Context: an optimization exercise on an open-source flow, tuned for small area. The choices shown serve that exercise and are no tape-out recipe.
In this exercise RTL edits were held to simulation tests only and were not proved equivalent to the original.
Power and IR drop assume default switching activity.

==> design/flow/design.v <==
module int_action_rom #(
	parameter LC_INT_DEPTH = 13
)
(
	output	[4*LC_INT_DEPTH-1:0] int_func_id,
	output 	[(32*3)*LC_INT_DEPTH-1:0] int_payload,
	output	[2*LC_INT_DEPTH-1:0] int_cmd_len
);
wire	[4-1:0] int_func_array [0:LC_INT_DEPTH-1];
wire	[(32*3)-1:0] int_payload_array [0:LC_INT_DEPTH-1];
wire	[1:0] int_cmd_len_array [0:LC_INT_DEPTH-1];
genvar idx;
generate
	for (idx=0; idx<LC_INT_DEPTH; idx=idx+1)
	begin: INT_ACTION
		assign int_func_id[4*(idx+1)-1:4*idx] = int_func_array[idx];
		assign int_payload[(32*3)*(idx+1)-1:(32*3)*idx] = int_payload_array[idx];
		assign int_cmd_len[2*(idx+1)-1:2*idx] = int_cmd_len_array[idx];
	end
endgenerate
localparam RF_READ_INT_DEPTH = 3;
localparam RF_WRITE_INT_DEPTH = 3;
localparam MEM_READ_INT_DEPTH = 5;
wire	[7:0] rf_read_from [0:RF_READ_INT_DEPTH-1]; 
wire	[7:0] rf_read_length [0:RF_READ_INT_DEPTH-1]; 
wire	[7:0] rf_read_reply_addr[0:RF_READ_INT_DEPTH-1];  
wire	[7:0] rf_read_reply_loc[0:RF_READ_INT_DEPTH-1]; 
wire	[7:0] rf_write_to [0:5];
wire	[23:0] rf_write_data [0:5];
wire	[29:0] mem_read_start_addr [0:MEM_READ_INT_DEPTH-1];
wire	[7:0]  mem_read_reply_addr [0:MEM_READ_INT_DEPTH-1];
wire	[19:0] mem_read_length [0:MEM_READ_INT_DEPTH-1];
wire	[29:0] mem_read_reply_locs [0:MEM_READ_INT_DEPTH-1];
generate
	for (idx=0; idx<RF_READ_INT_DEPTH; idx=idx+1)
	begin: RF_READ_INT
		assign int_payload_array[idx] = (((rf_read_from[idx]<<24 | rf_read_length[idx]<<16 | rf_read_reply_addr[idx]<<8 | rf_read_reply_loc[idx])<<32*2) | {(32*2){1'b0}});	
		assign int_cmd_len_array[idx] = 2'b01;
		assign int_func_array[idx] = 4'h1;
	end
endgenerate
assign rf_read_from[0] = 8'h0;					 
assign rf_read_length[0] = 8'h0;				 
assign rf_read_reply_addr[0] = {4'd4, 4'h0}; 
assign rf_read_reply_loc[0] = 8'h0;				 
assign rf_read_from[1] = 8'h2;					 
assign rf_read_length[1] = 8'h4;				 
assign rf_read_reply_addr[1] = {4'd4, 4'h0};  
assign rf_read_reply_loc[1] = 8'h2;				 
assign rf_read_from[2] = 8'h0;					 
assign rf_read_length[2] = 8'd9;				 
assign rf_read_reply_addr[2] = {4'd4, 2'b01, 2'b00}; 
assign rf_read_reply_loc[2] = 8'd100;			 
generate
	for (idx=0; idx<RF_WRITE_INT_DEPTH; idx=idx+1)
	begin: RF_WRITE_INT
		assign int_func_array[RF_READ_INT_DEPTH+idx] = 4'h0;
	end
endgenerate
assign rf_write_to[0] = 8'b0;						 
assign rf_write_data[0] = 24'habcdef;				
assign int_cmd_len_array[RF_READ_INT_DEPTH] = 2'b01;					 
assign int_payload_array[RF_READ_INT_DEPTH] = (((rf_write_to[0]<<24 | rf_write_data[0])<<(32*2)) | {(32*2){1'b0}});	
assign rf_write_to[1] = 8'd1;						 
assign rf_write_data[1] = 24'h123456;				
assign rf_write_to[2] = 8'd3;						 
assign rf_write_data[2] = 24'h987654;				
assign int_cmd_len_array[RF_READ_INT_DEPTH+1] = 2'b10;					 
assign int_payload_array[RF_READ_INT_DEPTH+1] = (((rf_write_to[1]<<24 | rf_write_data[1])<<(32*2)) | ((rf_write_to[2]<<24 | rf_write_data[2])<<32) | {(32){1'b0}});	
assign rf_write_to[3] = 8'd2;						 
assign rf_write_data[3] = 24'h123321;				
assign rf_write_to[4] = 8'd4;						 
assign rf_write_data[4] = 24'habccba;				
assign rf_write_to[5] = 8'd6;						 
assign rf_write_data[5] = 24'h090785;				
assign int_cmd_len_array[RF_READ_INT_DEPTH+2] = 2'b11;				 
assign int_payload_array[RF_READ_INT_DEPTH+2] = ((rf_write_to[3]<<24 | rf_write_data[3])<<(32*2)) | ((rf_write_to[4]<<24 | rf_write_data[4])<<32) | (rf_write_to[5]<<24 | rf_write_data[5]);
generate
	for (idx=0; idx<MEM_READ_INT_DEPTH; idx=idx+1)
	begin: MEM_READ_INT
		assign int_payload_array[RF_READ_INT_DEPTH + RF_WRITE_INT_DEPTH + idx]	= ((((mem_read_reply_addr[idx]<<24) | (4'b0<<20) | mem_read_length[idx])<<(32*2)) | ((mem_read_start_addr[idx]<<2) | 2'b0)<<32) | ((mem_read_reply_locs[idx]<<2) | 2'b0);
	assign int_func_array[RF_READ_INT_DEPTH + RF_WRITE_INT_DEPTH + idx]		= 4'h3;
	end
endgenerate
assign mem_read_start_addr[0]	= 30'h0;			 
assign mem_read_reply_addr[0]	= {4'd4, 4'h2};  
assign mem_read_length[0]		= 20'd0;			 
assign mem_read_reply_locs[0]	= 30'd1;			 
assign int_cmd_len_array[RF_READ_INT_DEPTH+RF_WRITE_INT_DEPTH]	= 2'b11;
assign mem_read_start_addr[1]	= 30'h1;			 
assign mem_read_reply_addr[1]	= {4'd4, 4'h2};  
assign mem_read_length[1]		= 20'd4;			 
assign mem_read_reply_locs[1]	= 30'd2;			 
assign int_cmd_len_array[RF_READ_INT_DEPTH+RF_WRITE_INT_DEPTH+1]	= 2'b11;
assign mem_read_start_addr[2]	= 30'd100;			 
assign mem_read_reply_addr[2]	= {4'd3, 4'h0};  
assign mem_read_length[2]		= 20'd0;			 
assign mem_read_reply_locs[2]	= 30'd0;			 
assign int_cmd_len_array[RF_READ_INT_DEPTH+RF_WRITE_INT_DEPTH+2]	= 2'b10;
assign mem_read_start_addr[3]	= 30'd101;			 
assign mem_read_reply_addr[3]	= {4'd3, 4'h0};  
assign mem_read_length[3]		= 20'd3;			 
assign mem_read_reply_locs[3]	= 30'd0;			 
assign int_cmd_len_array[RF_READ_INT_DEPTH+RF_WRITE_INT_DEPTH+3]	= 2'b10;
assign mem_read_start_addr[4]	= 30'd0;			 
assign mem_read_reply_addr[4]	= {4'd4, 2'b01, 2'b01};  
assign mem_read_length[4]		= 20'd9;			 
assign mem_read_reply_locs[4]	= 30'd0;			 
assign int_cmd_len_array[RF_READ_INT_DEPTH+RF_WRITE_INT_DEPTH+4]	= 2'b10;
assign int_cmd_len_array[RF_READ_INT_DEPTH + RF_WRITE_INT_DEPTH + MEM_READ_INT_DEPTH]	= 2'b00;	 
assign int_func_array[RF_READ_INT_DEPTH + RF_WRITE_INT_DEPTH + MEM_READ_INT_DEPTH]		= 4'b0;		 
assign int_payload_array[RF_READ_INT_DEPTH + RF_WRITE_INT_DEPTH + MEM_READ_INT_DEPTH]	= 96'b0;	 
assign int_cmd_len_array[RF_READ_INT_DEPTH + RF_WRITE_INT_DEPTH + MEM_READ_INT_DEPTH + 1]	= 2'b01;	
assign int_func_array[RF_READ_INT_DEPTH + RF_WRITE_INT_DEPTH + MEM_READ_INT_DEPTH + 1]		= 4'b1100;	 
assign int_payload_array[RF_READ_INT_DEPTH + RF_WRITE_INT_DEPTH + MEM_READ_INT_DEPTH + 1]	= 96'b0;	 
endmodule
module layer_ctrl_v3 #(
	parameter LC_INT_DEPTH = 13,		
	parameter LC_MEM_STREAM_CHANNELS = 2,
	parameter LC_MEM_ADDR_WIDTH = 32,	 
	parameter LC_MEM_DATA_WIDTH = 32,	 
	parameter LC_RF_DEPTH = 256		 
)
(
	input		CLK,
	input		RESETn,
	output reg	[32-1:0] TX_ADDR,
	output reg	[32-1:0] TX_DATA, 
	output reg	TX_PEND,
	output reg	TX_REQ,
	input		TX_ACK, 
	output reg	TX_PRIORITY,
	input		[32-1:0] RX_ADDR,
	input		[32-1:0] RX_DATA, 
	input		RX_PEND,
	input		RX_REQ,
	output reg	RX_ACK, 
	input		RX_BROADCAST,
	input		RX_FAIL,
	input		TX_FAIL,
	input		TX_SUCC, 
	output reg	TX_RESP_ACK,
	input 		RELEASE_RST_FROM_MBUS,
	output 		MEM_REQ_OUT,
	output 		MEM_WRITE,
	input		MEM_ACK_IN,
	output reg	MEM_PEND,
	output reg	[LC_MEM_DATA_WIDTH-1:0] MEM_WR_DATA,
	input		[LC_MEM_DATA_WIDTH-1:0] MEM_RD_DATA,
	output reg	[LC_MEM_ADDR_WIDTH-3:0] MEM_ADDR,
	input		[4-1:0] PREFIX_ADDR_IN,
	input		[LC_INT_DEPTH-1:0] INT_VECTOR,
	output reg	[LC_INT_DEPTH-1:0] CLR_INT,
	input		[4*LC_INT_DEPTH-1:0] INT_FU_ID,
	input		[(32*3)*LC_INT_DEPTH-1:0] INT_CMD,
	input		[2*LC_INT_DEPTH-1:0] INT_CMD_LEN,
	input		[(24*LC_RF_DEPTH)-1:0] REG_RD_DATA,
	output reg	[24-1:0] REG_WR_DATA,
	output reg	[LC_RF_DEPTH-1:0] REG_WR_EN
);
function integer log2;
	input [31:0] value;
	for (log2=0; value>0; log2=log2+1)
	value = value>>1;
endfunction
function integer log2long;
	input [255:0] value;
	for (log2long=0; value>0; log2long=log2long+1)
	value = value>>1;
endfunction
wire	RESETn_local = (RESETn & (~RELEASE_RST_FROM_MBUS));
wire		[LC_INT_DEPTH-1:0] INT_VECTOR_clocked;
input_stabilizer_layer_ctrl input_stabilizer_layer_ctrl0[LC_INT_DEPTH-1:0]  (
		.clk(CLK),
		.reset(~RESETn_local),
		.a(INT_VECTOR),
		.a_clocked(INT_VECTOR_clocked)
);
parameter MAX_DMA_LENGTH = 20;  
localparam LC_STATE_IDLE		= 4'd0;
localparam LC_STATE_RF_READ 	= 4'd1;
localparam LC_STATE_RF_WRITE 	= 4'd2;
localparam LC_STATE_MEM_READ 	= 4'd3;
localparam LC_STATE_MEM_WRITE 	= 4'd4;
localparam LC_STATE_BUS_TX		= 4'd5;
localparam LC_STATE_WAIT_CPL	= 4'd6;
localparam LC_STATE_ERROR		= 4'd7;
localparam LC_STATE_INT_ARBI	= 4'd8;
localparam LC_STATE_INT_HANDLED	= 4'd9;
localparam LC_STATE_CLR_INT		= 4'd10;
localparam LC_STATE_STREAM_ALERT= 4'd11;
localparam LC_STATE_STREAM_WRITE= 4'd12;
localparam MEM_READ_WAIT_START_ADDRESS	= 3'd1;
localparam MEM_READ_WAIT_DEST_LOCATION	= 3'd2;
localparam MEM_READ_TX_DEST_LOC			= 3'd3;
localparam MEM_READ_ACCESS_READ			= 3'd4;
localparam MEM_READ_ACCESS_WAIT			= 3'd5;
localparam MEM_READ_TX_WAIT				= 3'd6;
localparam RF_WRITE_LOAD			= 3'd1;
localparam RF_WRITE_STREAM_COUNTER	= 3'd2;
localparam RF_WRITE_STREAM_LOAD		= 3'd3;
localparam RF_WRITE_CHECK			= 3'd4;
localparam RF_WRITE_RECEIVE			= 3'd5;
localparam RF_WRITE_INT_COPY		= 3'd6;
localparam STREAM_MEM_WRITE			= 3'd1;
localparam STREAM_MEM_WAIT			= 3'd2;
localparam STREAM_MEM_REG_UPDATE	= 3'd3;
localparam STREAM_RF_WRITE			= 3'd4;
localparam STREAM_RECEIVE			= 3'd5;
localparam STREAM_REG2_UPDATE	= 3'd0;
localparam STREAM_REG2_LOAD		= 3'd1;
localparam STREAM_REG2_WR_DELAY	= 3'd2;
localparam STREAM_REG3_UPDATE	= 3'd3;
localparam STREAM_REG3_LOAD		= 3'd4;
localparam STREAM_REG3_WR_DELAY	= 3'd5;
localparam STREAM_ERROR_CHECK	= 3'd6;
reg		TX_ACK_DL1, TX_ACK_DL2;
reg		RX_REQ_DL1, RX_REQ_DL2;
reg		TX_FAIL_DL1, TX_FAIL_DL2;
reg		TX_SUCC_DL1, TX_SUCC_DL2;
reg		RX_FAIL_DL1, RX_FAIL_DL2;
reg		RX_PEND_DL2;
reg		MEM_ACK_IN_DL1, MEM_ACK_IN_DL2;
reg		[3:0]	lc_state, next_lc_state, lc_return_state, next_lc_return_state;
reg		rx_pend_reg, next_rx_pend_reg;
reg		[2:0]	mem_sub_state, next_mem_sub_state;
reg		[MAX_DMA_LENGTH-1:0] dma_counter, next_dma_counter;
reg		[32-1:0] 	rx_dat_buffer, next_rx_dat_buffer;
reg		[32-1:0] 	next_tx_addr;
reg		[32-1:0]	next_tx_data;
reg		next_tx_pend;
reg		next_tx_req;
reg		next_priority;
reg		next_rx_ack;
reg		next_tx_resp_ack;
wire	[24-1:0] rf_in_array [0:LC_RF_DEPTH-1];
genvar unpk_idx; 
generate 
	for (unpk_idx=0; unpk_idx<(LC_RF_DEPTH); unpk_idx=unpk_idx+1)
	begin: UNPACK
		assign rf_in_array[unpk_idx] = REG_RD_DATA[((24)*(unpk_idx+1)-1):((24)*unpk_idx)]; 
	end
endgenerate
reg		[LC_RF_DEPTH-1:0] next_rf_load;
wire	[LC_RF_DEPTH-1:0] rf_load_temp = (1'b1<<(rx_dat_buffer[32-1:32-8]));
reg		[24-1:0] next_rf_dout;
wire	[8-1:0] rf_dma_length = rx_dat_buffer[23:16];
wire	[log2(LC_RF_DEPTH-1)-1:0] rf_idx_temp = rx_dat_buffer[(24+log2(LC_RF_DEPTH-1)-1):24];
wire	[(4 + 4)-1:0] rf_relay_addr = rx_dat_buffer[15:15-(4 + 4)+1];
reg		[log2(LC_RF_DEPTH-1)-1:0] rf_idx, next_rf_idx;
reg		mem_write, next_mem_write, mem_read, next_mem_read;
assign	MEM_REQ_OUT = (mem_write | mem_read);
assign	MEM_WRITE = mem_write;
reg		[LC_MEM_ADDR_WIDTH-3:0] next_mem_aout;
reg		[LC_MEM_DATA_WIDTH-1:0] next_mem_dout;
reg		next_mem_pend;
reg		[LC_INT_DEPTH-1:0] next_clr_int, int_vector_copied, next_int_vector_copied;
reg		[log2(LC_INT_DEPTH-1)-1:0] int_idx, next_int_idx;
reg		next_layer_interrupted, layer_interrupted;
wire	[4-1:0] interrupt_functional_id [0:LC_INT_DEPTH-1];
wire	[(32*3)-1:0] interrupt_payload [0:LC_INT_DEPTH-1];
wire	[1:0] interrupt_command_length [0:LC_INT_DEPTH-1];
reg		[1:0] int_cmd_cnt, next_int_cmd_cnt;
generate
	for (unpk_idx=0; unpk_idx<(LC_INT_DEPTH); unpk_idx=unpk_idx+1)
	begin: UNPACK_INT
		assign interrupt_functional_id[unpk_idx] = INT_FU_ID[((4)*(unpk_idx+1)-1):((4)*unpk_idx)]; 
		assign interrupt_payload[unpk_idx] = INT_CMD[((32*3)*(unpk_idx+1)-1):((32*3)*unpk_idx)]; 
		assign interrupt_command_length[unpk_idx] = INT_CMD_LEN[(2*(unpk_idx+1)-1):(2*unpk_idx)];
	end
endgenerate
wire	[24-1:0] stream_reg0 [0:LC_MEM_STREAM_CHANNELS-1];
wire	[24-1:0] stream_reg1 [0:LC_MEM_STREAM_CHANNELS-1];
wire	[24-1:0] stream_reg2 [0:LC_MEM_STREAM_CHANNELS-1];
wire	[24-1:0] stream_reg3 [0:LC_MEM_STREAM_CHANNELS-1];
wire	[4-3:0] STREAM_CH = RX_ADDR[4-3:0];
reg		[4-3:0] stream_channel, next_stream_channel;
reg		stream_alert_double_bf, next_stream_alert_double_bf;
reg		stream_alert_overflow, next_stream_alert_overflow;
reg		stream_alert_buf_full, next_stream_alert_buf_full;
reg		[2:0] stream_reg_update_state, next_stream_reg_update_state;
wire	stream_remaining	= (stream_reg3[stream_channel][19:0] < stream_reg2[stream_channel][19:0])? 1'b1 : 1'b0;
wire	stream_enable		= stream_reg2[stream_channel][24-1];
wire	stream_wrapping		= stream_reg2[stream_channel][24-2];
wire	stream_double_bf	= stream_reg2[stream_channel][24-3];
wire	[7:0] stream_alert_dest_address = stream_reg0[stream_channel][24-1:24-8];
wire	[LC_MEM_ADDR_WIDTH-3:0] stream_write_buffer_base = {stream_reg1[stream_channel][15:0], stream_reg0[stream_channel][15:2]};
wire	[LC_MEM_ADDR_WIDTH-3:0] stream_write_buffer_tagt= stream_write_buffer_base + stream_reg3[stream_channel][19:0];
wire	stream_enable_temp = ((rx_dat_buffer[24-1])==1'b1)? 1'b1: 1'b0;
wire	[LC_MEM_STREAM_CHANNELS-1:0] channel_enable_set;
localparam LC_MEM_STREAM_SYSREG_OFFSET = 16;
wire	[31:0] stream_reg2_param = (LC_RF_DEPTH - LC_MEM_STREAM_SYSREG_OFFSET - 1'b1 - (stream_channel<<2) - 1'b1);
wire	[31:0] stream_reg3_param = (LC_RF_DEPTH - LC_MEM_STREAM_SYSREG_OFFSET - 1'b1 - (stream_channel<<2));
wire	[8-1:0] stream_reg2_idx = stream_reg2_param[8-1:0];
wire	[8-1:0] stream_reg3_idx = stream_reg3_param[8-1:0];
generate
	for (unpk_idx=0; unpk_idx<(LC_MEM_STREAM_CHANNELS); unpk_idx=unpk_idx+1)
	begin: UNPACK_STREAM
		assign stream_reg0[unpk_idx] = rf_in_array[LC_RF_DEPTH-LC_MEM_STREAM_SYSREG_OFFSET-1-(4*unpk_idx)-3];	 
		assign stream_reg1[unpk_idx] = rf_in_array[LC_RF_DEPTH-LC_MEM_STREAM_SYSREG_OFFSET-1-(4*unpk_idx)-2];	 
		assign stream_reg2[unpk_idx] = rf_in_array[LC_RF_DEPTH-LC_MEM_STREAM_SYSREG_OFFSET-1-(4*unpk_idx)-1];	 
		assign stream_reg3[unpk_idx] = rf_in_array[LC_RF_DEPTH-LC_MEM_STREAM_SYSREG_OFFSET-1-(4*unpk_idx)];		 
		assign channel_enable_set[unpk_idx] = (rx_dat_buffer[32-1:32-8]==(LC_RF_DEPTH-LC_MEM_STREAM_SYSREG_OFFSET-1-(4*unpk_idx)-1))? stream_enable_temp : 1'b0;
	end
endgenerate
wire	[24-1:0] sys_reg_action	= rf_in_array[LC_RF_DEPTH-1];
wire	[24-1:0] sys_reg_bulk_mem = rf_in_array[LC_RF_DEPTH-LC_MEM_STREAM_SYSREG_OFFSET+2];
wire	bulk_enable = sys_reg_bulk_mem[24-1];
wire	bulk_ctrl_active = sys_reg_bulk_mem[24-2];
wire	[19:0] bulk_max_length = sys_reg_bulk_mem[19:0];
always @ (posedge CLK or negedge RESETn_local) 
begin
	if (~RESETn_local) 
		RX_PEND_DL2 <= 1'b0;
	else if (RX_REQ_DL1 & ~RX_REQ_DL2) 
		RX_PEND_DL2 <= RX_PEND;
	else if (~RX_REQ_DL1) 
		RX_PEND_DL2 <= 1'b0;
end
always @ (posedge CLK or negedge RESETn_local)
begin
	if (~RESETn_local)
	begin
		TX_ACK_DL1 <= 0;
		TX_ACK_DL2 <= 0;
		RX_REQ_DL1 <= 0;
		RX_REQ_DL2 <= 0;
		TX_FAIL_DL1 <= 0;
		TX_FAIL_DL2 <= 0;
		TX_SUCC_DL1 <= 0;
		TX_SUCC_DL2 <= 0;
		RX_FAIL_DL1 <= 0;
		RX_FAIL_DL2 <= 0;
		MEM_ACK_IN_DL1 <= 0;
		MEM_ACK_IN_DL2 <= 0;
	end
	else
	begin
		TX_ACK_DL1 <= TX_ACK;
		TX_ACK_DL2 <= TX_ACK_DL1;
		RX_REQ_DL1 <= RX_REQ;
		RX_REQ_DL2 <= RX_REQ_DL1;
		TX_FAIL_DL1 <= TX_FAIL;
		TX_FAIL_DL2 <= TX_FAIL_DL1;
		TX_SUCC_DL1 <= TX_SUCC;
		TX_SUCC_DL2 <= TX_SUCC_DL1;
		RX_FAIL_DL1 <= RX_FAIL;
		RX_FAIL_DL2 <= RX_FAIL_DL1;
		MEM_ACK_IN_DL1 <= MEM_ACK_IN;
		MEM_ACK_IN_DL2 <= MEM_ACK_IN_DL1;
	end
end
always @ (posedge CLK or negedge RESETn_local)
begin
	if (~RESETn_local)
	begin
		lc_state <= LC_STATE_IDLE;
		lc_return_state <= LC_STATE_IDLE;
		rx_pend_reg <= 0;
		mem_sub_state <= 0;
		dma_counter <= 0;
		rx_dat_buffer <= 0;
		TX_ADDR <= 0;
		TX_DATA <= 0;
		TX_REQ <= 0;
		TX_PEND <= 0;
		TX_PRIORITY<= 0;
		RX_ACK	<= 0;
		TX_RESP_ACK <= 0;
		REG_WR_EN <= 0;
		REG_WR_DATA <= 0;
		rf_idx <= 0;
		CLR_INT <= 0;
		int_idx <= 0;
		int_vector_copied <= 0;
		layer_interrupted <= 0;
		int_cmd_cnt <= 0;
		mem_write 	<= 0;
		mem_read 	<= 0;
		MEM_ADDR <= 0;
		MEM_WR_DATA <= 0;
		MEM_PEND <= 1'b0;
		stream_channel <= 0;
		stream_reg_update_state <= 0;
		stream_alert_double_bf <= 1'b0;
		stream_alert_overflow <= 1'b0;
		stream_alert_buf_full <= 1'b0;
	end
	else
	begin
		lc_state <= next_lc_state;
		lc_return_state <= next_lc_return_state;
		rx_pend_reg <= next_rx_pend_reg;
		mem_sub_state <= next_mem_sub_state;
		dma_counter <= next_dma_counter;
		rx_dat_buffer <= next_rx_dat_buffer;
		TX_ADDR <= next_tx_addr;
		TX_DATA <= next_tx_data;
		TX_REQ <= next_tx_req;
		TX_PEND <= next_tx_pend;
		TX_PRIORITY <= next_priority;
		RX_ACK	<= next_rx_ack;
		TX_RESP_ACK <= next_tx_resp_ack;
		REG_WR_EN <= next_rf_load;
		REG_WR_DATA <= next_rf_dout;
		rf_idx <= next_rf_idx;
		CLR_INT <= next_clr_int;
		int_idx <= next_int_idx;
		int_vector_copied <= next_int_vector_copied;
		layer_interrupted <= next_layer_interrupted;
		int_cmd_cnt <= next_int_cmd_cnt;
		mem_write	<= next_mem_write;
		mem_read 	<= next_mem_read;
		MEM_ADDR <= next_mem_aout;
		MEM_WR_DATA <= next_mem_dout;
		MEM_PEND <= next_mem_pend;
		stream_channel <= next_stream_channel;
		stream_reg_update_state <= next_stream_reg_update_state;
		stream_alert_double_bf <= next_stream_alert_double_bf;
		stream_alert_overflow <= next_stream_alert_overflow;
		stream_alert_buf_full <= next_stream_alert_buf_full;
	end
end
always @ *
begin
	next_lc_state 	= lc_state;
	next_lc_return_state = lc_return_state;
	next_rx_pend_reg= rx_pend_reg;
	next_mem_sub_state = mem_sub_state;
	next_dma_counter = dma_counter;
	next_rx_dat_buffer = rx_dat_buffer;
	next_tx_addr 	= TX_ADDR;
	next_tx_data 	= TX_DATA;
	next_tx_pend 	= TX_PEND;
	next_tx_req 	= TX_REQ;
	next_priority 	= TX_PRIORITY;
	next_rx_ack		= RX_ACK;
	next_tx_resp_ack= TX_RESP_ACK;
	next_rf_load 	= 0;
	next_rf_dout 	= REG_WR_DATA;
	next_rf_idx		= rf_idx;
	next_clr_int = CLR_INT;
	next_int_idx = int_idx;
	next_int_vector_copied = int_vector_copied;
	next_layer_interrupted = layer_interrupted;
	next_int_cmd_cnt = int_cmd_cnt;
	next_mem_aout	= MEM_ADDR;
	next_mem_dout	= MEM_WR_DATA;
	next_mem_write	= mem_write;
	next_mem_read	= mem_read;
	next_mem_pend	= MEM_PEND;
	next_stream_channel = stream_channel;
	next_stream_reg_update_state = stream_reg_update_state;
	next_stream_alert_double_bf = stream_alert_double_bf;
	next_stream_alert_overflow = stream_alert_overflow;
	next_stream_alert_buf_full = stream_alert_buf_full;
	if ((~(RX_REQ_DL2 | RX_FAIL_DL2)) & RX_ACK)
		next_rx_ack = 0;
	if (CLR_INT & (~INT_VECTOR_clocked))
		next_clr_int = 0;
	if (TX_ACK_DL2 & TX_REQ)
		next_tx_req = 0;
	if (TX_SUCC_DL2 | TX_FAIL_DL2)
		next_tx_resp_ack = 1;
	if ((~(TX_SUCC_DL2 | TX_FAIL_DL2)) & TX_RESP_ACK)
		next_tx_resp_ack = 0;
	if (TX_FAIL_DL2 & (~TX_RESP_ACK) & (TX_REQ))
		next_tx_req = 0;
	if (MEM_ACK_IN_DL2 & MEM_REQ_OUT)
	begin
		next_mem_read = 0;
		next_mem_write = 0;
	end
	case (lc_state)
		LC_STATE_IDLE:
		begin
			next_mem_sub_state = 0;
			next_tx_pend = 0;
			next_layer_interrupted = 0;
			next_mem_pend = 0;
			if (stream_alert_overflow | stream_alert_double_bf | stream_alert_buf_full)		 
				next_lc_state = LC_STATE_STREAM_ALERT;
			else
			if ((INT_VECTOR_clocked>0) && (CLR_INT==0))		 
			begin
				next_int_vector_copied = INT_VECTOR_clocked;
				next_lc_state = LC_STATE_INT_ARBI;
				next_int_idx = 0;
			end
			else
			begin
				if (RX_REQ_DL2 | RX_FAIL_DL2)							 
					next_rx_ack = 1;
				if (RX_REQ_DL2 & (~RX_ACK))	  
				begin
					next_rx_dat_buffer = RX_DATA;
					next_rx_pend_reg = RX_PEND_DL2;
					case (RX_ADDR[4-1:0])
						4'h1: begin next_lc_state = LC_STATE_RF_READ; end
						4'h0: begin next_lc_state = LC_STATE_RF_WRITE; end
						4'h3: begin next_lc_state = LC_STATE_MEM_READ; end
						4'h2: begin next_lc_state = LC_STATE_MEM_WRITE; end
						default: 
						begin 
							if ((RX_ADDR[4-1:4-2]==2'b01) && (STREAM_CH < LC_MEM_STREAM_CHANNELS))
							begin
								next_stream_channel = STREAM_CH;
								next_lc_state = LC_STATE_STREAM_WRITE;
							end
							else 
							if (RX_PEND_DL2)   
								next_lc_state = LC_STATE_ERROR; 
						end	
					endcase
				end
			end
		end
		LC_STATE_RF_READ:
		begin
			case (mem_sub_state)
				0:
				begin
					if (~rx_pend_reg)
					begin
						next_dma_counter = {{(MAX_DMA_LENGTH-8){1'b0}}, rf_dma_length};
						next_rf_idx = rf_idx_temp;
						next_mem_sub_state = 1;
						next_tx_addr = {{(32-(4 + 4)){1'b0}}, rf_relay_addr};
					end
					else	 
					begin 
						next_lc_state = LC_STATE_ERROR;
						next_mem_sub_state = 0;
					end
				end
				1:
				begin
					if (~TX_REQ & ~TX_ACK_DL2)
					begin
						next_tx_data = (((rx_dat_buffer[(32-24-1):0] + (rf_idx-rf_idx_temp))<<24) | rf_in_array[rf_idx]);
						next_tx_req = 1;
						next_lc_state = LC_STATE_BUS_TX;
						next_mem_sub_state = 2;
						next_lc_return_state = LC_STATE_RF_READ;
						if (dma_counter)
						begin
							next_tx_pend = 1;
							next_dma_counter = dma_counter - 1'b1;
						end
						else
							next_tx_pend = 0;
					end
				end
				2:
				begin
					if (rf_idx < {8{1'b1}})
						next_rf_idx = rf_idx + 1'b1;
					else
						next_rf_idx = 0;
					next_mem_sub_state = 1;
				end
			endcase
		end
		LC_STATE_RF_WRITE:
		begin
			case (mem_sub_state)
				0:
				begin
					next_rf_dout = rx_dat_buffer[24-1:0];
					next_mem_sub_state = RF_WRITE_LOAD;
				end
				RF_WRITE_LOAD:
				begin
					next_rf_load = rf_load_temp;
					if (channel_enable_set)	 
						next_mem_sub_state = RF_WRITE_STREAM_COUNTER;
					else
						next_mem_sub_state = RF_WRITE_CHECK;
				end
				RF_WRITE_STREAM_COUNTER:
				begin
					next_rf_dout = 0;		 
					next_mem_sub_state = RF_WRITE_STREAM_LOAD;
				end
				RF_WRITE_STREAM_LOAD:
				begin
					next_rf_load = (rf_load_temp<<1);
					next_mem_sub_state = RF_WRITE_CHECK;
				end
				RF_WRITE_CHECK:
				begin
					if (layer_interrupted)
						next_mem_sub_state = RF_WRITE_INT_COPY;
					else
					begin
						if (rx_pend_reg)
							next_mem_sub_state = RF_WRITE_RECEIVE;
						else
							next_lc_state = LC_STATE_IDLE;
					end
				end
				RF_WRITE_RECEIVE:
				begin
					if (RX_REQ_DL2 & (~RX_ACK))
					begin
						next_rx_ack = 1;
						next_mem_sub_state = 0;
						next_rx_dat_buffer = RX_DATA;
						next_rx_pend_reg = RX_PEND_DL2;
					end
					else if ((RX_FAIL_DL2) & (~RX_ACK))
					begin
						next_rx_ack = 1;
						next_lc_state = LC_STATE_IDLE;
					end
				end
				RF_WRITE_INT_COPY:
				begin
					next_mem_sub_state = 0;
					next_int_cmd_cnt = int_cmd_cnt + 1'b1;
					if (rx_pend_reg)
					begin
						if (int_cmd_cnt==interrupt_command_length[int_idx])
							next_rx_pend_reg = 1'b0;
						else
							next_rx_pend_reg = 1'b1;
						case(int_cmd_cnt)
							2'b10: begin next_rx_dat_buffer = interrupt_payload[int_idx][(32<<1)-1:32]; end
							2'b11: begin next_rx_dat_buffer = interrupt_payload[int_idx][32-1:0]; end
						endcase
					end
					else
						next_lc_state = LC_STATE_CLR_INT;
				end
			endcase
		end
		LC_STATE_MEM_READ:
		begin
			case (mem_sub_state)
				0:
				begin
					next_dma_counter = rx_dat_buffer[MAX_DMA_LENGTH-1:0];	
					next_tx_addr = {{(32-(4 + 4)){1'b0}}, rx_dat_buffer[32-1:32-(4 + 4)]};
					if (rx_pend_reg)
						next_mem_sub_state = MEM_READ_WAIT_START_ADDRESS;
					else  
						next_lc_state = LC_STATE_IDLE;
				end
				MEM_READ_WAIT_START_ADDRESS:
				begin
					if (layer_interrupted)
					begin
						next_tx_pend = 1;
						next_mem_aout = interrupt_payload[int_idx][(32<<1)-1:32+2];  
						if (interrupt_command_length[int_idx]==2'b11)
							next_mem_sub_state = MEM_READ_WAIT_DEST_LOCATION;
						else
							next_mem_sub_state = MEM_READ_ACCESS_READ;
					end
					else
					begin
						if (RX_REQ_DL2 & (~RX_ACK))
						begin
							next_tx_pend = 1;
							next_rx_ack = 1;
							next_mem_aout = RX_DATA[32-1:2];  
							if (RX_PEND_DL2)
								next_mem_sub_state = MEM_READ_WAIT_DEST_LOCATION;
							else 
								next_mem_sub_state = MEM_READ_ACCESS_READ;
						end
						else if (RX_FAIL_DL2 & (~RX_ACK))
						begin
							next_rx_ack = 1;
							next_lc_state = LC_STATE_IDLE;
						end
					end
				end
				MEM_READ_WAIT_DEST_LOCATION:
				begin
					if (layer_interrupted)
					begin
						next_tx_data = (interrupt_payload[int_idx][32-1:0] & 32'hfffffffc);  
						next_mem_sub_state = MEM_READ_TX_DEST_LOC;
					end
					else
					begin
						if (RX_REQ_DL2 & (~RX_ACK))
						begin
							next_rx_ack = 1;
							next_tx_data = (RX_DATA & 32'hfffffffc);	 
							if (RX_PEND_DL2)  
							begin
								next_rx_pend_reg = 1;
								next_mem_sub_state = 0;
								next_lc_state = LC_STATE_ERROR;
							end
							else 
								next_mem_sub_state = MEM_READ_TX_DEST_LOC;
						end
						else if (RX_FAIL_DL2 & (~RX_ACK))
						begin
							next_rx_ack = 1;
							next_lc_state = LC_STATE_IDLE;
						end
					end
				end
				MEM_READ_TX_DEST_LOC:
				begin
					if (~TX_REQ & ~TX_ACK_DL2)
					begin
						next_tx_req = 1;
						next_mem_sub_state = MEM_READ_ACCESS_READ;
						next_lc_state = LC_STATE_BUS_TX;
						next_lc_return_state = LC_STATE_MEM_READ;
					end
				end
				MEM_READ_ACCESS_READ:
				begin
					if (~MEM_REQ_OUT)
					begin
						next_mem_read = 1;
						next_mem_sub_state = MEM_READ_ACCESS_WAIT;
						if (dma_counter)
							next_mem_pend = 1'b1;
						else
							next_mem_pend = 1'b0;
					end
				end
				MEM_READ_ACCESS_WAIT:
				begin
					if (MEM_ACK_IN_DL2)  
						next_mem_sub_state = MEM_READ_TX_WAIT;
				end
				MEM_READ_TX_WAIT:
				begin
					if (~TX_REQ & ~TX_ACK_DL2)
					begin
						next_tx_req = 1;
						next_tx_data = MEM_RD_DATA;
						next_lc_state = LC_STATE_BUS_TX;
						next_lc_return_state = LC_STATE_MEM_READ;
						next_mem_sub_state = MEM_READ_ACCESS_READ;
						next_mem_aout = MEM_ADDR + 1'b1;
						if (dma_counter)
						begin
							next_dma_counter = dma_counter - 1'b1;
							next_tx_pend = 1;
						end
						else
							next_tx_pend = 0;
					end
				end
			endcase
		end
		LC_STATE_MEM_WRITE:
		begin
			case (mem_sub_state)
				0:
				begin
					next_mem_aout = rx_dat_buffer[LC_MEM_ADDR_WIDTH-1:2];
					next_dma_counter = bulk_max_length;
					if (~rx_pend_reg)  
						next_lc_state = LC_STATE_IDLE;
					else if (~bulk_enable)	 
					begin
						next_mem_sub_state = 0;
						next_lc_state = LC_STATE_ERROR;
					end
					else
						next_mem_sub_state = 1;
				end
				1:
				begin
					if (RX_REQ_DL2 & (~RX_ACK))
					begin
						next_rx_ack = 1;
						next_mem_sub_state = 2;
						next_mem_dout = RX_DATA[LC_MEM_DATA_WIDTH-1:0];
						next_rx_pend_reg = RX_PEND_DL2;
					end
					else if (RX_FAIL_DL2 & (~RX_ACK))
					begin
						next_rx_ack = 1;
						next_lc_state = LC_STATE_IDLE;
					end
				end
				2:
				begin
					if (~MEM_REQ_OUT)
					begin
						next_mem_write = 1;
						next_mem_sub_state = 3;
						if ((bulk_ctrl_active) && (dma_counter==0))
							next_mem_pend = 0;
						else
							next_mem_pend = rx_pend_reg;
					end
				end
				3:
				begin
					if (MEM_ACK_IN_DL2)
					begin
						if (rx_pend_reg)
						begin
							if ((dma_counter>0) || (~bulk_ctrl_active))
							begin
								if (bulk_ctrl_active)
									next_dma_counter = dma_counter - 1'b1;
								next_mem_aout = MEM_ADDR + 1'b1;
								next_mem_sub_state = 1;
							end
							else
							begin
								next_mem_sub_state = 0;
								next_lc_state = LC_STATE_ERROR;
							end
						end
						else 
							next_lc_state = LC_STATE_IDLE;
					end
				end
			endcase
		end
		LC_STATE_STREAM_WRITE:
		begin
			case (mem_sub_state)
				0:
				begin
					if (stream_enable)
					begin
						next_mem_aout = stream_write_buffer_tagt;
						next_mem_dout = rx_dat_buffer;
						next_mem_pend = ((stream_wrapping & rx_pend_reg) | (rx_pend_reg & stream_remaining));
						next_mem_sub_state = STREAM_MEM_WRITE;
					end
					else
					begin
						if (rx_pend_reg)
						begin
							next_mem_sub_state = 0;
							next_lc_state = LC_STATE_ERROR;
						end
						else
							next_lc_state = LC_STATE_IDLE;
					end
				end
				STREAM_MEM_WRITE:
				begin
					if (~MEM_REQ_OUT)
					begin
						next_mem_write = 1;
						next_mem_sub_state = STREAM_MEM_WAIT;
					end
				end
				STREAM_MEM_WAIT:
				begin
					next_dma_counter = 1;
					next_stream_reg_update_state = STREAM_REG2_UPDATE;
					if (MEM_ACK_IN_DL2)
						next_mem_sub_state = STREAM_MEM_REG_UPDATE;
				end
				STREAM_MEM_REG_UPDATE:
				begin
					case (stream_reg_update_state)
						STREAM_REG2_UPDATE:
						begin
							next_stream_reg_update_state = STREAM_REG3_UPDATE;
							if (~stream_remaining)
							begin
								if (~stream_wrapping)
								begin
									next_rf_dout = (1'b0<<(24-1)) | stream_reg2[stream_channel][24-2:0];  
									next_stream_reg_update_state = STREAM_REG2_LOAD;
								end
								if (stream_alert_buf_full)
									next_stream_alert_overflow = 1'b1;
								else
									next_stream_alert_buf_full = 1'b1;
							end
						end
						STREAM_REG2_LOAD:
						begin
							next_rf_load = (1'b1<<stream_reg2_idx);
							next_stream_reg_update_state = STREAM_REG2_WR_DELAY;
						end
						STREAM_REG2_WR_DELAY:
						begin
							if (dma_counter)
								next_dma_counter = dma_counter - 1'b1;
							else
							begin
								next_dma_counter = 1;
								next_stream_reg_update_state = STREAM_REG3_UPDATE;
							end
						end
						STREAM_REG3_UPDATE:
						begin
							next_stream_reg_update_state = STREAM_ERROR_CHECK;
							if (stream_remaining)
							begin
								next_rf_dout = (4'b0<<20) | (stream_reg3[stream_channel][19:0] + 1'b1);
								next_stream_reg_update_state = STREAM_REG3_LOAD;
								if ((stream_reg3[stream_channel][18:0]==stream_reg2[stream_channel][19:1]) && (stream_double_bf))
									next_stream_alert_double_bf = 1'b1;
							end
							else
							begin
								if (stream_wrapping)
								begin
									next_stream_reg_update_state = STREAM_REG3_LOAD;
									next_rf_dout = 0;		 
								end
							end
						end
						STREAM_REG3_LOAD:
						begin
							next_rf_load = (1'b1<<stream_reg3_idx);
							next_stream_reg_update_state = STREAM_REG3_WR_DELAY;
						end
						STREAM_REG3_WR_DELAY:
						begin
							if (dma_counter)
								next_dma_counter = dma_counter - 1'b1;
							else
							begin
								next_dma_counter = 1;
								next_stream_reg_update_state = STREAM_ERROR_CHECK;
							end
						end
						STREAM_ERROR_CHECK:
						begin
							if ((~stream_enable) & (rx_pend_reg))
							begin
								next_mem_sub_state = 0;
								next_lc_state = LC_STATE_ERROR;
							end
							else if (MEM_PEND)
								next_mem_sub_state = STREAM_RECEIVE;
							else
								next_lc_state = LC_STATE_IDLE;
						end
					endcase
				end
				STREAM_RECEIVE:
				begin
					if (RX_REQ_DL2 & (~RX_ACK))
					begin
						next_rx_ack = 1;
						next_mem_sub_state = 0;
						next_rx_dat_buffer = RX_DATA;
						next_rx_pend_reg = RX_PEND_DL2;
					end
					else if ((RX_FAIL_DL2) & (~RX_ACK))
					begin
						next_rx_ack = 1;
						next_lc_state = LC_STATE_IDLE;
					end
				end
			endcase
		end
		LC_STATE_STREAM_ALERT:
		begin
			if (~TX_REQ & ~TX_ACK_DL2)
			begin
				next_tx_req = 1;
				next_tx_addr = {{(32-(4 + 4)){1'b0}}, stream_alert_dest_address};
				next_tx_data = {stream_reg1[stream_channel][24-1:24-8], PREFIX_ADDR_IN, 2'b01, stream_channel, 
								stream_enable, stream_alert_buf_full, stream_alert_double_bf, stream_alert_overflow, 12'b0};
				next_tx_pend = 0;
				next_lc_state = LC_STATE_BUS_TX;
				next_stream_alert_double_bf = 1'b0;
				next_stream_alert_overflow = 1'b0;
				next_stream_alert_buf_full = 1'b0;
			end
		end
		LC_STATE_BUS_TX:
		begin  
			if (TX_FAIL_DL2)
				next_lc_state = LC_STATE_CLR_INT;
			else if (TX_ACK_DL2)
			begin
				if (TX_PEND)
					next_lc_state = lc_return_state;
				else
					next_lc_state = LC_STATE_WAIT_CPL;
			end
		end
		LC_STATE_WAIT_CPL:
		begin
			if (TX_SUCC_DL2 | TX_FAIL_DL2)
				next_lc_state = LC_STATE_CLR_INT;
		end
		LC_STATE_INT_ARBI:
		begin
			if (int_vector_copied[0])
				next_lc_state = LC_STATE_INT_HANDLED;
			else
			begin
				next_int_vector_copied = (int_vector_copied>>1);
				next_int_idx = int_idx + 1;
			end
		end
		LC_STATE_INT_HANDLED:
		begin
			next_layer_interrupted = 1;
			if ((interrupt_command_length[int_idx])==2'b00)
				next_lc_state = LC_STATE_CLR_INT;
			else
			begin
				next_rx_dat_buffer = interrupt_payload[int_idx][(32*3)-1:(32<<1)];
				case (interrupt_functional_id[int_idx])
					4'h0: begin next_lc_state = LC_STATE_RF_WRITE; next_rx_pend_reg = interrupt_command_length[int_idx][1]; next_int_cmd_cnt = 2; end
					4'h1: begin next_lc_state = LC_STATE_RF_READ; next_rx_pend_reg = 0; end
					4'h3: begin next_lc_state = LC_STATE_MEM_READ; next_rx_pend_reg = 1; end
					default: begin next_lc_state = LC_STATE_CLR_INT; end	 
				endcase
			end
		end
		LC_STATE_ERROR:
		begin
			case (mem_sub_state)
				0:
				begin
					if (RX_REQ_DL2 & (~RX_ACK))
					begin
						next_rx_pend_reg = RX_PEND_DL2;
						next_mem_sub_state = 1;
					end
				end
				1:
				begin
					if (~rx_pend_reg)
					begin
						next_rx_ack = 1;
						next_lc_state = LC_STATE_IDLE;
					end
					else if (RX_FAIL_DL2)
					begin
						next_rx_ack = 1;
						next_lc_state = LC_STATE_IDLE;
					end
				end
			endcase
		end
		LC_STATE_CLR_INT:
		begin
			next_lc_state = LC_STATE_IDLE;
			if (layer_interrupted)
				next_clr_int = (1'b1 << int_idx);
		end
		default:
		begin
		end
	endcase
end
endmodule
module input_stabilizer_layer_ctrl (
	input clk,
	input reset,
	input a,
	output a_clocked
);
	reg [1:0] a_reg;
   always @ (posedge reset or posedge clk)
     if (reset)
       a_reg <= 2'b00;  
     else
       a_reg <= {a,a_reg[1]};
	 assign a_clocked = a_reg[0];
endmodule  
module layer_ctrl_top (
	input		CLK,
	input		RESETn,
	output		[32-1:0] TX_ADDR,
	output		[32-1:0] TX_DATA,
	output		TX_PEND,
	output		TX_REQ,
	input		TX_ACK,
	output		TX_PRIORITY,
	input		[32-1:0] RX_ADDR,
	input		[32-1:0] RX_DATA,
	input		RX_PEND,
	input		RX_REQ,
	output		RX_ACK,
	input		RX_BROADCAST,
	input		RX_FAIL,
	input		TX_FAIL,
	input		TX_SUCC,
	output		TX_RESP_ACK,
	output		MEM_REQ_OUT,
	output		MEM_WRITE,
	input		MEM_ACK_IN,
	output		MEM_PEND,
	output		[31:0] MEM_WR_DATA,
	input		[31:0] MEM_RD_DATA,
	output		[29:0] MEM_ADDR,
	input		[4-1:0] PREFIX_ADDR_IN,
	input		[12:0] INT_VECTOR,
	output		[12:0] CLR_INT,
	input		[24*64-1:0] REG_RD_DATA,
	output		[23:0] REG_WR_DATA,
	output		[63:0] REG_WR_EN
);
wire	[4*13-1:0] int_func_id;
wire	[(32*3)*13-1:0] int_payload;
wire	[2*13-1:0] int_cmd_len;
int_action_rom #(.LC_INT_DEPTH(13)) ir0 (
	.int_func_id(int_func_id),
	.int_payload(int_payload),
	.int_cmd_len(int_cmd_len)
);
layer_ctrl_v3 #(
	.LC_INT_DEPTH(13),
	.LC_MEM_STREAM_CHANNELS(2),
	.LC_MEM_ADDR_WIDTH(32),
	.LC_MEM_DATA_WIDTH(32),
	.LC_RF_DEPTH(64)
) lc0 (
	.CLK(CLK),
	.RESETn(RESETn),
	.TX_ADDR(TX_ADDR),
	.TX_DATA(TX_DATA),
	.TX_PEND(TX_PEND),
	.TX_REQ(TX_REQ),
	.TX_ACK(TX_ACK),
	.TX_PRIORITY(TX_PRIORITY),
	.RX_ADDR(RX_ADDR),
	.RX_DATA(RX_DATA),
	.RX_PEND(RX_PEND),
	.RX_REQ(RX_REQ),
	.RX_ACK(RX_ACK),
	.RX_BROADCAST(RX_BROADCAST),
	.RX_FAIL(RX_FAIL),
	.TX_FAIL(TX_FAIL),
	.TX_SUCC(TX_SUCC),
	.TX_RESP_ACK(TX_RESP_ACK),
	.RELEASE_RST_FROM_MBUS(1'b0),
	.MEM_REQ_OUT(MEM_REQ_OUT),
	.MEM_WRITE(MEM_WRITE),
	.MEM_ACK_IN(MEM_ACK_IN),
	.MEM_PEND(MEM_PEND),
	.MEM_WR_DATA(MEM_WR_DATA),
	.MEM_RD_DATA(MEM_RD_DATA),
	.MEM_ADDR(MEM_ADDR),
	.PREFIX_ADDR_IN(PREFIX_ADDR_IN),
	.INT_VECTOR(INT_VECTOR),
	.CLR_INT(CLR_INT),
	.INT_FU_ID(int_func_id),
	.INT_CMD(int_payload),
	.INT_CMD_LEN(int_cmd_len),
	.REG_RD_DATA(REG_RD_DATA),
	.REG_WR_DATA(REG_WR_DATA),
	.REG_WR_EN(REG_WR_EN)
);
endmodule
==> design/flow/run.sh <==
#!/bin/bash
# synth_recipe.tcl (not shown) runs the flow's synth.tcl, then flattens the netlist and writes it again
# the make line also repeats each setting of config.mk as NAME=value (left out here)
make -C /OpenROAD-flow-scripts/flow DESIGN_CONFIG=/design/flow/config.mk WORK_HOME=/design/flow/orfs CLKGATE_MAP_FILE= SYNTH_SCRIPT=/design/flow/synth_recipe.tcl finish
==> design/flow/config.mk <==
export PLATFORM = sky130hd
export DESIGN_NAME = layer_ctrl_top
export DESIGN_NICKNAME = layer_ctrl_top
export VERILOG_FILES = /design/flow/design.v
export SDC_FILE = /design/flow/constraint.sdc
export NUM_CORES = 4
export LEC_CHECK = 0
export CAP_MARGIN = 30
export CORE_AREA = 6 6 674 674
export DIE_AREA = 0 0 680 680
export PLACE_DENSITY = 0.35
export SLEW_MARGIN = 40
==> design/flow/constraint.sdc <==
create_clock -name core_clock -period 10.0 [get_ports {CLK}]
set_input_delay 2.0000 -clock core_clock [delete_from_list [all_inputs] [get_ports {CLK}]]
set_output_delay 2.0000 -clock core_clock [all_outputs]
set_load 0.01 [all_outputs]
==> summary.txt <==
==> Yosys cell counts, drive strengths merged, types with 45 or more instances <==
master	instances	area (um2)
nor3	120	632
a21oi	275	1390
mux2	57	646
o21ai	233	1180
dfrtp	345	8630
o22ai	97	607
clkbuf	157	589
nand3	95	495
nand2	527	1990
ha	69	863
inv	95	357
mux2i	81	843
nand4	125	788
a22oi	710	5330
nor2	363	1380
a31oi	66	419
nor4	45	309
xnor2	60	526
a221oi	45	400
buf	223	1400
xor2	46	403
==> logic make-up (layout without fill, tap and decap cells) <==
| family | after synthesis | after routing | share of synthesized area |
|---|---|---|---|
| AOI/OAI and AO/OA | 1768 | 1768 | 0.362 |
| xor gates and xnor gates | 106 | 106 | 0.0274 |
| adders and majority gates | 72 | 72 | 0.0272 |
| buffers and inverters | 476 | 2318 | 0.0691 |
| DFF | 345 | 345 | 0.255 |
| muxes | 138 | 138 | 0.0439 |
| other | 1 | 771 | 0.000111 |
| and+or+nand+nor | 1503 | 1503 | 0.215 |
==> critical path, delay by kind of cell <==
kind / cells / cell delay [ns]
simple gates: 1 / 0.11
mux: 2 / 1.08
compound gates: 5 / 2.04
fa+ha+maj: 1 / 0.47
buf+inv: 2 / 0.92
==> stage by stage <==
step,hold WS [ns],instances,cell area (um2),utilization
global route,0.353,12803,64300,0.145
floorplan,0.331,4433,34000,-
CTS,0.335,12178,62800,0.142
finish,0.334,12925,64600,0.146
detailed placement,0.337,12089,61100,0.138
global placement,0.340,12043,60400,0.136
==> path summary, 6_finish.rpt <==
| path | to | depth (start not counted) | from |
|---|---|---|---|
| max in group asynchronous | lc0.dma_counter[14] | 3 | RESETn |
| min in group asynchronous | lc0.MEM_WR_DATA[2] | 1 | RESETn |
| worst max-delay path | lc0.MEM_ADDR[29] | 11 | REG_RD_DATA[1040] |
| worst min-delay path | lc0.TX_FAIL_DL2 | 0 | lc0.TX_FAIL_DL1 |
| worst min register to register | lc0.TX_FAIL_DL2 | 0 | lc0.TX_FAIL_DL1 |
| worst max register to register | lc0.REG_WR_DATA[9] | 13 | lc0.stream_channel[0] |
==> power by group through the flow <==
stage	Sequential (uW)	Clock [uW]	Combinational, uW
final	2570	1960	11300
after global routing	2600	2030	11500
after CTS	2560	1990	11100
after detailed placement	2570	0	11000
after global placement	2580	0	10900
after floorplan	2270	0	4350
==> cells in the final DEF (no fill, tap or decap), drive strengths merged, types with 64 or more instances in the layout <==
master and count:
a21oi 275, a22oi 710, a31oi 66, buf 303
clkbuf 64, clkdlybuf4s50 1829, dfrtp 345, diode 746
ha 69, inv 98, mux2i 81, nand2 527
nand3 95, nand4 125, nor2 363, nor3 120
o21ai 233, o22ai 97
==> area by class of cell <==
type,count,area (um2),area share
Antenna cell,746,1870,0.0289
Inverter,96,360,0.00557
Clock buffer,63,1320,0.0204
Timing Repair Buffer,2133,20800,0.321
Clock inverter,26,382,0.00590
Multi-Input combinational cell,3612,23900,0.370
Sequential cell,345,8650,0.134
Tap cell,5904,7390,0.114
==> layer usage <==
layer / vias up / track usage / wire length (um) / share of wire
met2: 5124 / 0.462 / 320000 / 0.44
li1: 21513 / - / - / -
met4: 254 / 0.218 / 65400 / 0.089
met3: 1545 / 0.116 / 73900 / 0.10
met5: - / 0 / 1670 / 0.0023
met1: 29327 / 0.337 / 272000 / 0.37
==> key figures <==
Routing
  – Drc violations: 0
  – Drt wl/cell: 56.7 um
  – Vias/cell: around 4.5
  – DR vias: 57,763
  – Antenna Nets Post-Route: 0
  – Initial drt markers: 8,847
  – 1st-pass router iterations: 7
  – Routed wire length: approximately 730 mm

Critical path
  – Arrival @ worst endpoint: 6.62 ns
  – Most frequent CP cell: a31oi_1
  – Setup crit start kind: input port
  – Critical Path RT: between 10 and 15 ns
  – Crit path max fanout: 5
  – Critical Path End Type: flop
  – Crit-path cells: clkdlybuf4s50_1, mux2i_1, inv_1, ha_1, nand2_1, a211oi_1, o21ai_1, a31oi_1, mux2_2, o31ai_1, a31oi_1
  – Critical Path Max Stage Delay: 0.70 ns
  – Reg2Reg Setup Slack: between 4 and 5 ns
  – CP max-delay cell: mux2i_1
  – Kind of critical path: input port to flop

Place
  – Setup WS pre-CTS: 3.23 ns
  – Gpl congestion: 1.00
  – Post-DP HPWL: 645 mm
  – Number of buffers added on ports: 1,839

Power
  – Max IR drop VDD: 0.000211 V
  – Switch Pwr: 9460 uW
  – PD cells: 244 mW/mm2
  – Switching power share of the total: 0.599
  – Leak pwr: roughly 0.022 uW
  – Total power: 15,800 uW
  – Internal: 6350 uW
  – Seq pwr share: 0.163
  – Clock share of power: 0.124
  – Comb pwr share: 0.714

Floorplan
  – # rows: approximately 240
  – Core Region: roughly 0.44 mm2
  – Num ports: 1,894
  – Die X: 680 um
  – Initial Util: 0.0766
  – Die ar.: 0.462 mm2
  – Die Y: 680 um

Clock network
  – H-tree lvl count: 2
  – Number of clock sinks: 345
  – PostCTS Resize Cnt: 0
  – Clock root buffer: clkbuf_16
  – Clock buffer depth: 3
  – Post-CTS Hold Buffers: 0
  – CTS Buf Count: 49
  – CTS tree: yes
  – CTS clock-pin slew for the worst setup and hold paths: 0.07 ns
  – Worst-Skew Late Latency: 0.76 ns
  – Post-CTS setup repair buffer count: 0

Layout
  – Final net count: 7,968
  – Fillcell total: 50,813
  – Share of cells above drive strength 1: 0.103
  – Largest register by flop count: lc0.REG_WR_EN
  – Max reg flops: 64
  – Layout area overhead: 90.6%

Timing
  – Final Max Tran Viols: 0
  – Hold Vio Cnt, Final: 0
  – Final period util: 0.601
  – Max frequency: around 0.17 GHz
  – Clk_skew: 0.119 ns
  – RSZ-0062 raised after global routing: no
  – Setup TNS: 0 ns
  – Final setup vio count: 0
  – Slew margin rel.: 0.227
  – Final worst slack: roughly 4 ns
  – Fin crit period: approximately 6.0 ns
  – Least-Margin Pin Slew: 1.16 ns

Logic synthesis
  – Mapped Area: between 0.03 and 0.04 mm2
  – Post-synth EDFFs: 0
  – Synth warn: 35
  – Register area share after synthesis: 0.255
  – Syn_area_per_cell: 7.69 um2
  – Main synth FF type: dfrtp_1
  – Synth unique cells: approximately 110
  – Number of synthesized register bits: 345
  – Post-Syn Instances: 4,409
  – Async S/R FF share, synth: 1.00

Global route
  – Largest net degree at the start of global routing: 71
  – Number of global-route vias before repair: approximately 52,000
  – GRT overflow: 0
  – Total GRT Usage: 0.300
  – First-pass GRT wire length: 847 mm
  – Antenna violations before repair: 824

Job
  – Max-cap violations: 0

Run status
  – Outcome: finished clean

Worst hold path
  – Worst Hold Class: flop to flop

-- static timing again, ports no longer ideal --
Ports are ideal in the flow. The routed layout listed here was re-timed in OpenROAD.
Step 1, drivers: a clkbuf_16 drives CLK and a buf_2 each remaining input, both assumed.
Step 2 adds t to the input delays and takes it off the output delays; t is the mean of the earliest and latest rising clock arrival at the registers after step 1. Input paths then give back, and output paths get back, about the clock's delay inside the block.
Slacks: no drivers / after step 1 / after step 2; pairs: no drivers / after step 1.
t (ns): 0.790
slack for setup (ns): 3.992 / 4.066 / 3.276
worst setup path after step 2: input to register
clock arrival spread, ns: 0.132 / 0.132
worst slew at a driven data input, ns: 0.79
After both steps setup and hold are still met in this run. For this run, drivers alone change the setup slack by +0.074 ns; drivers and shift together by -0.716 ns.
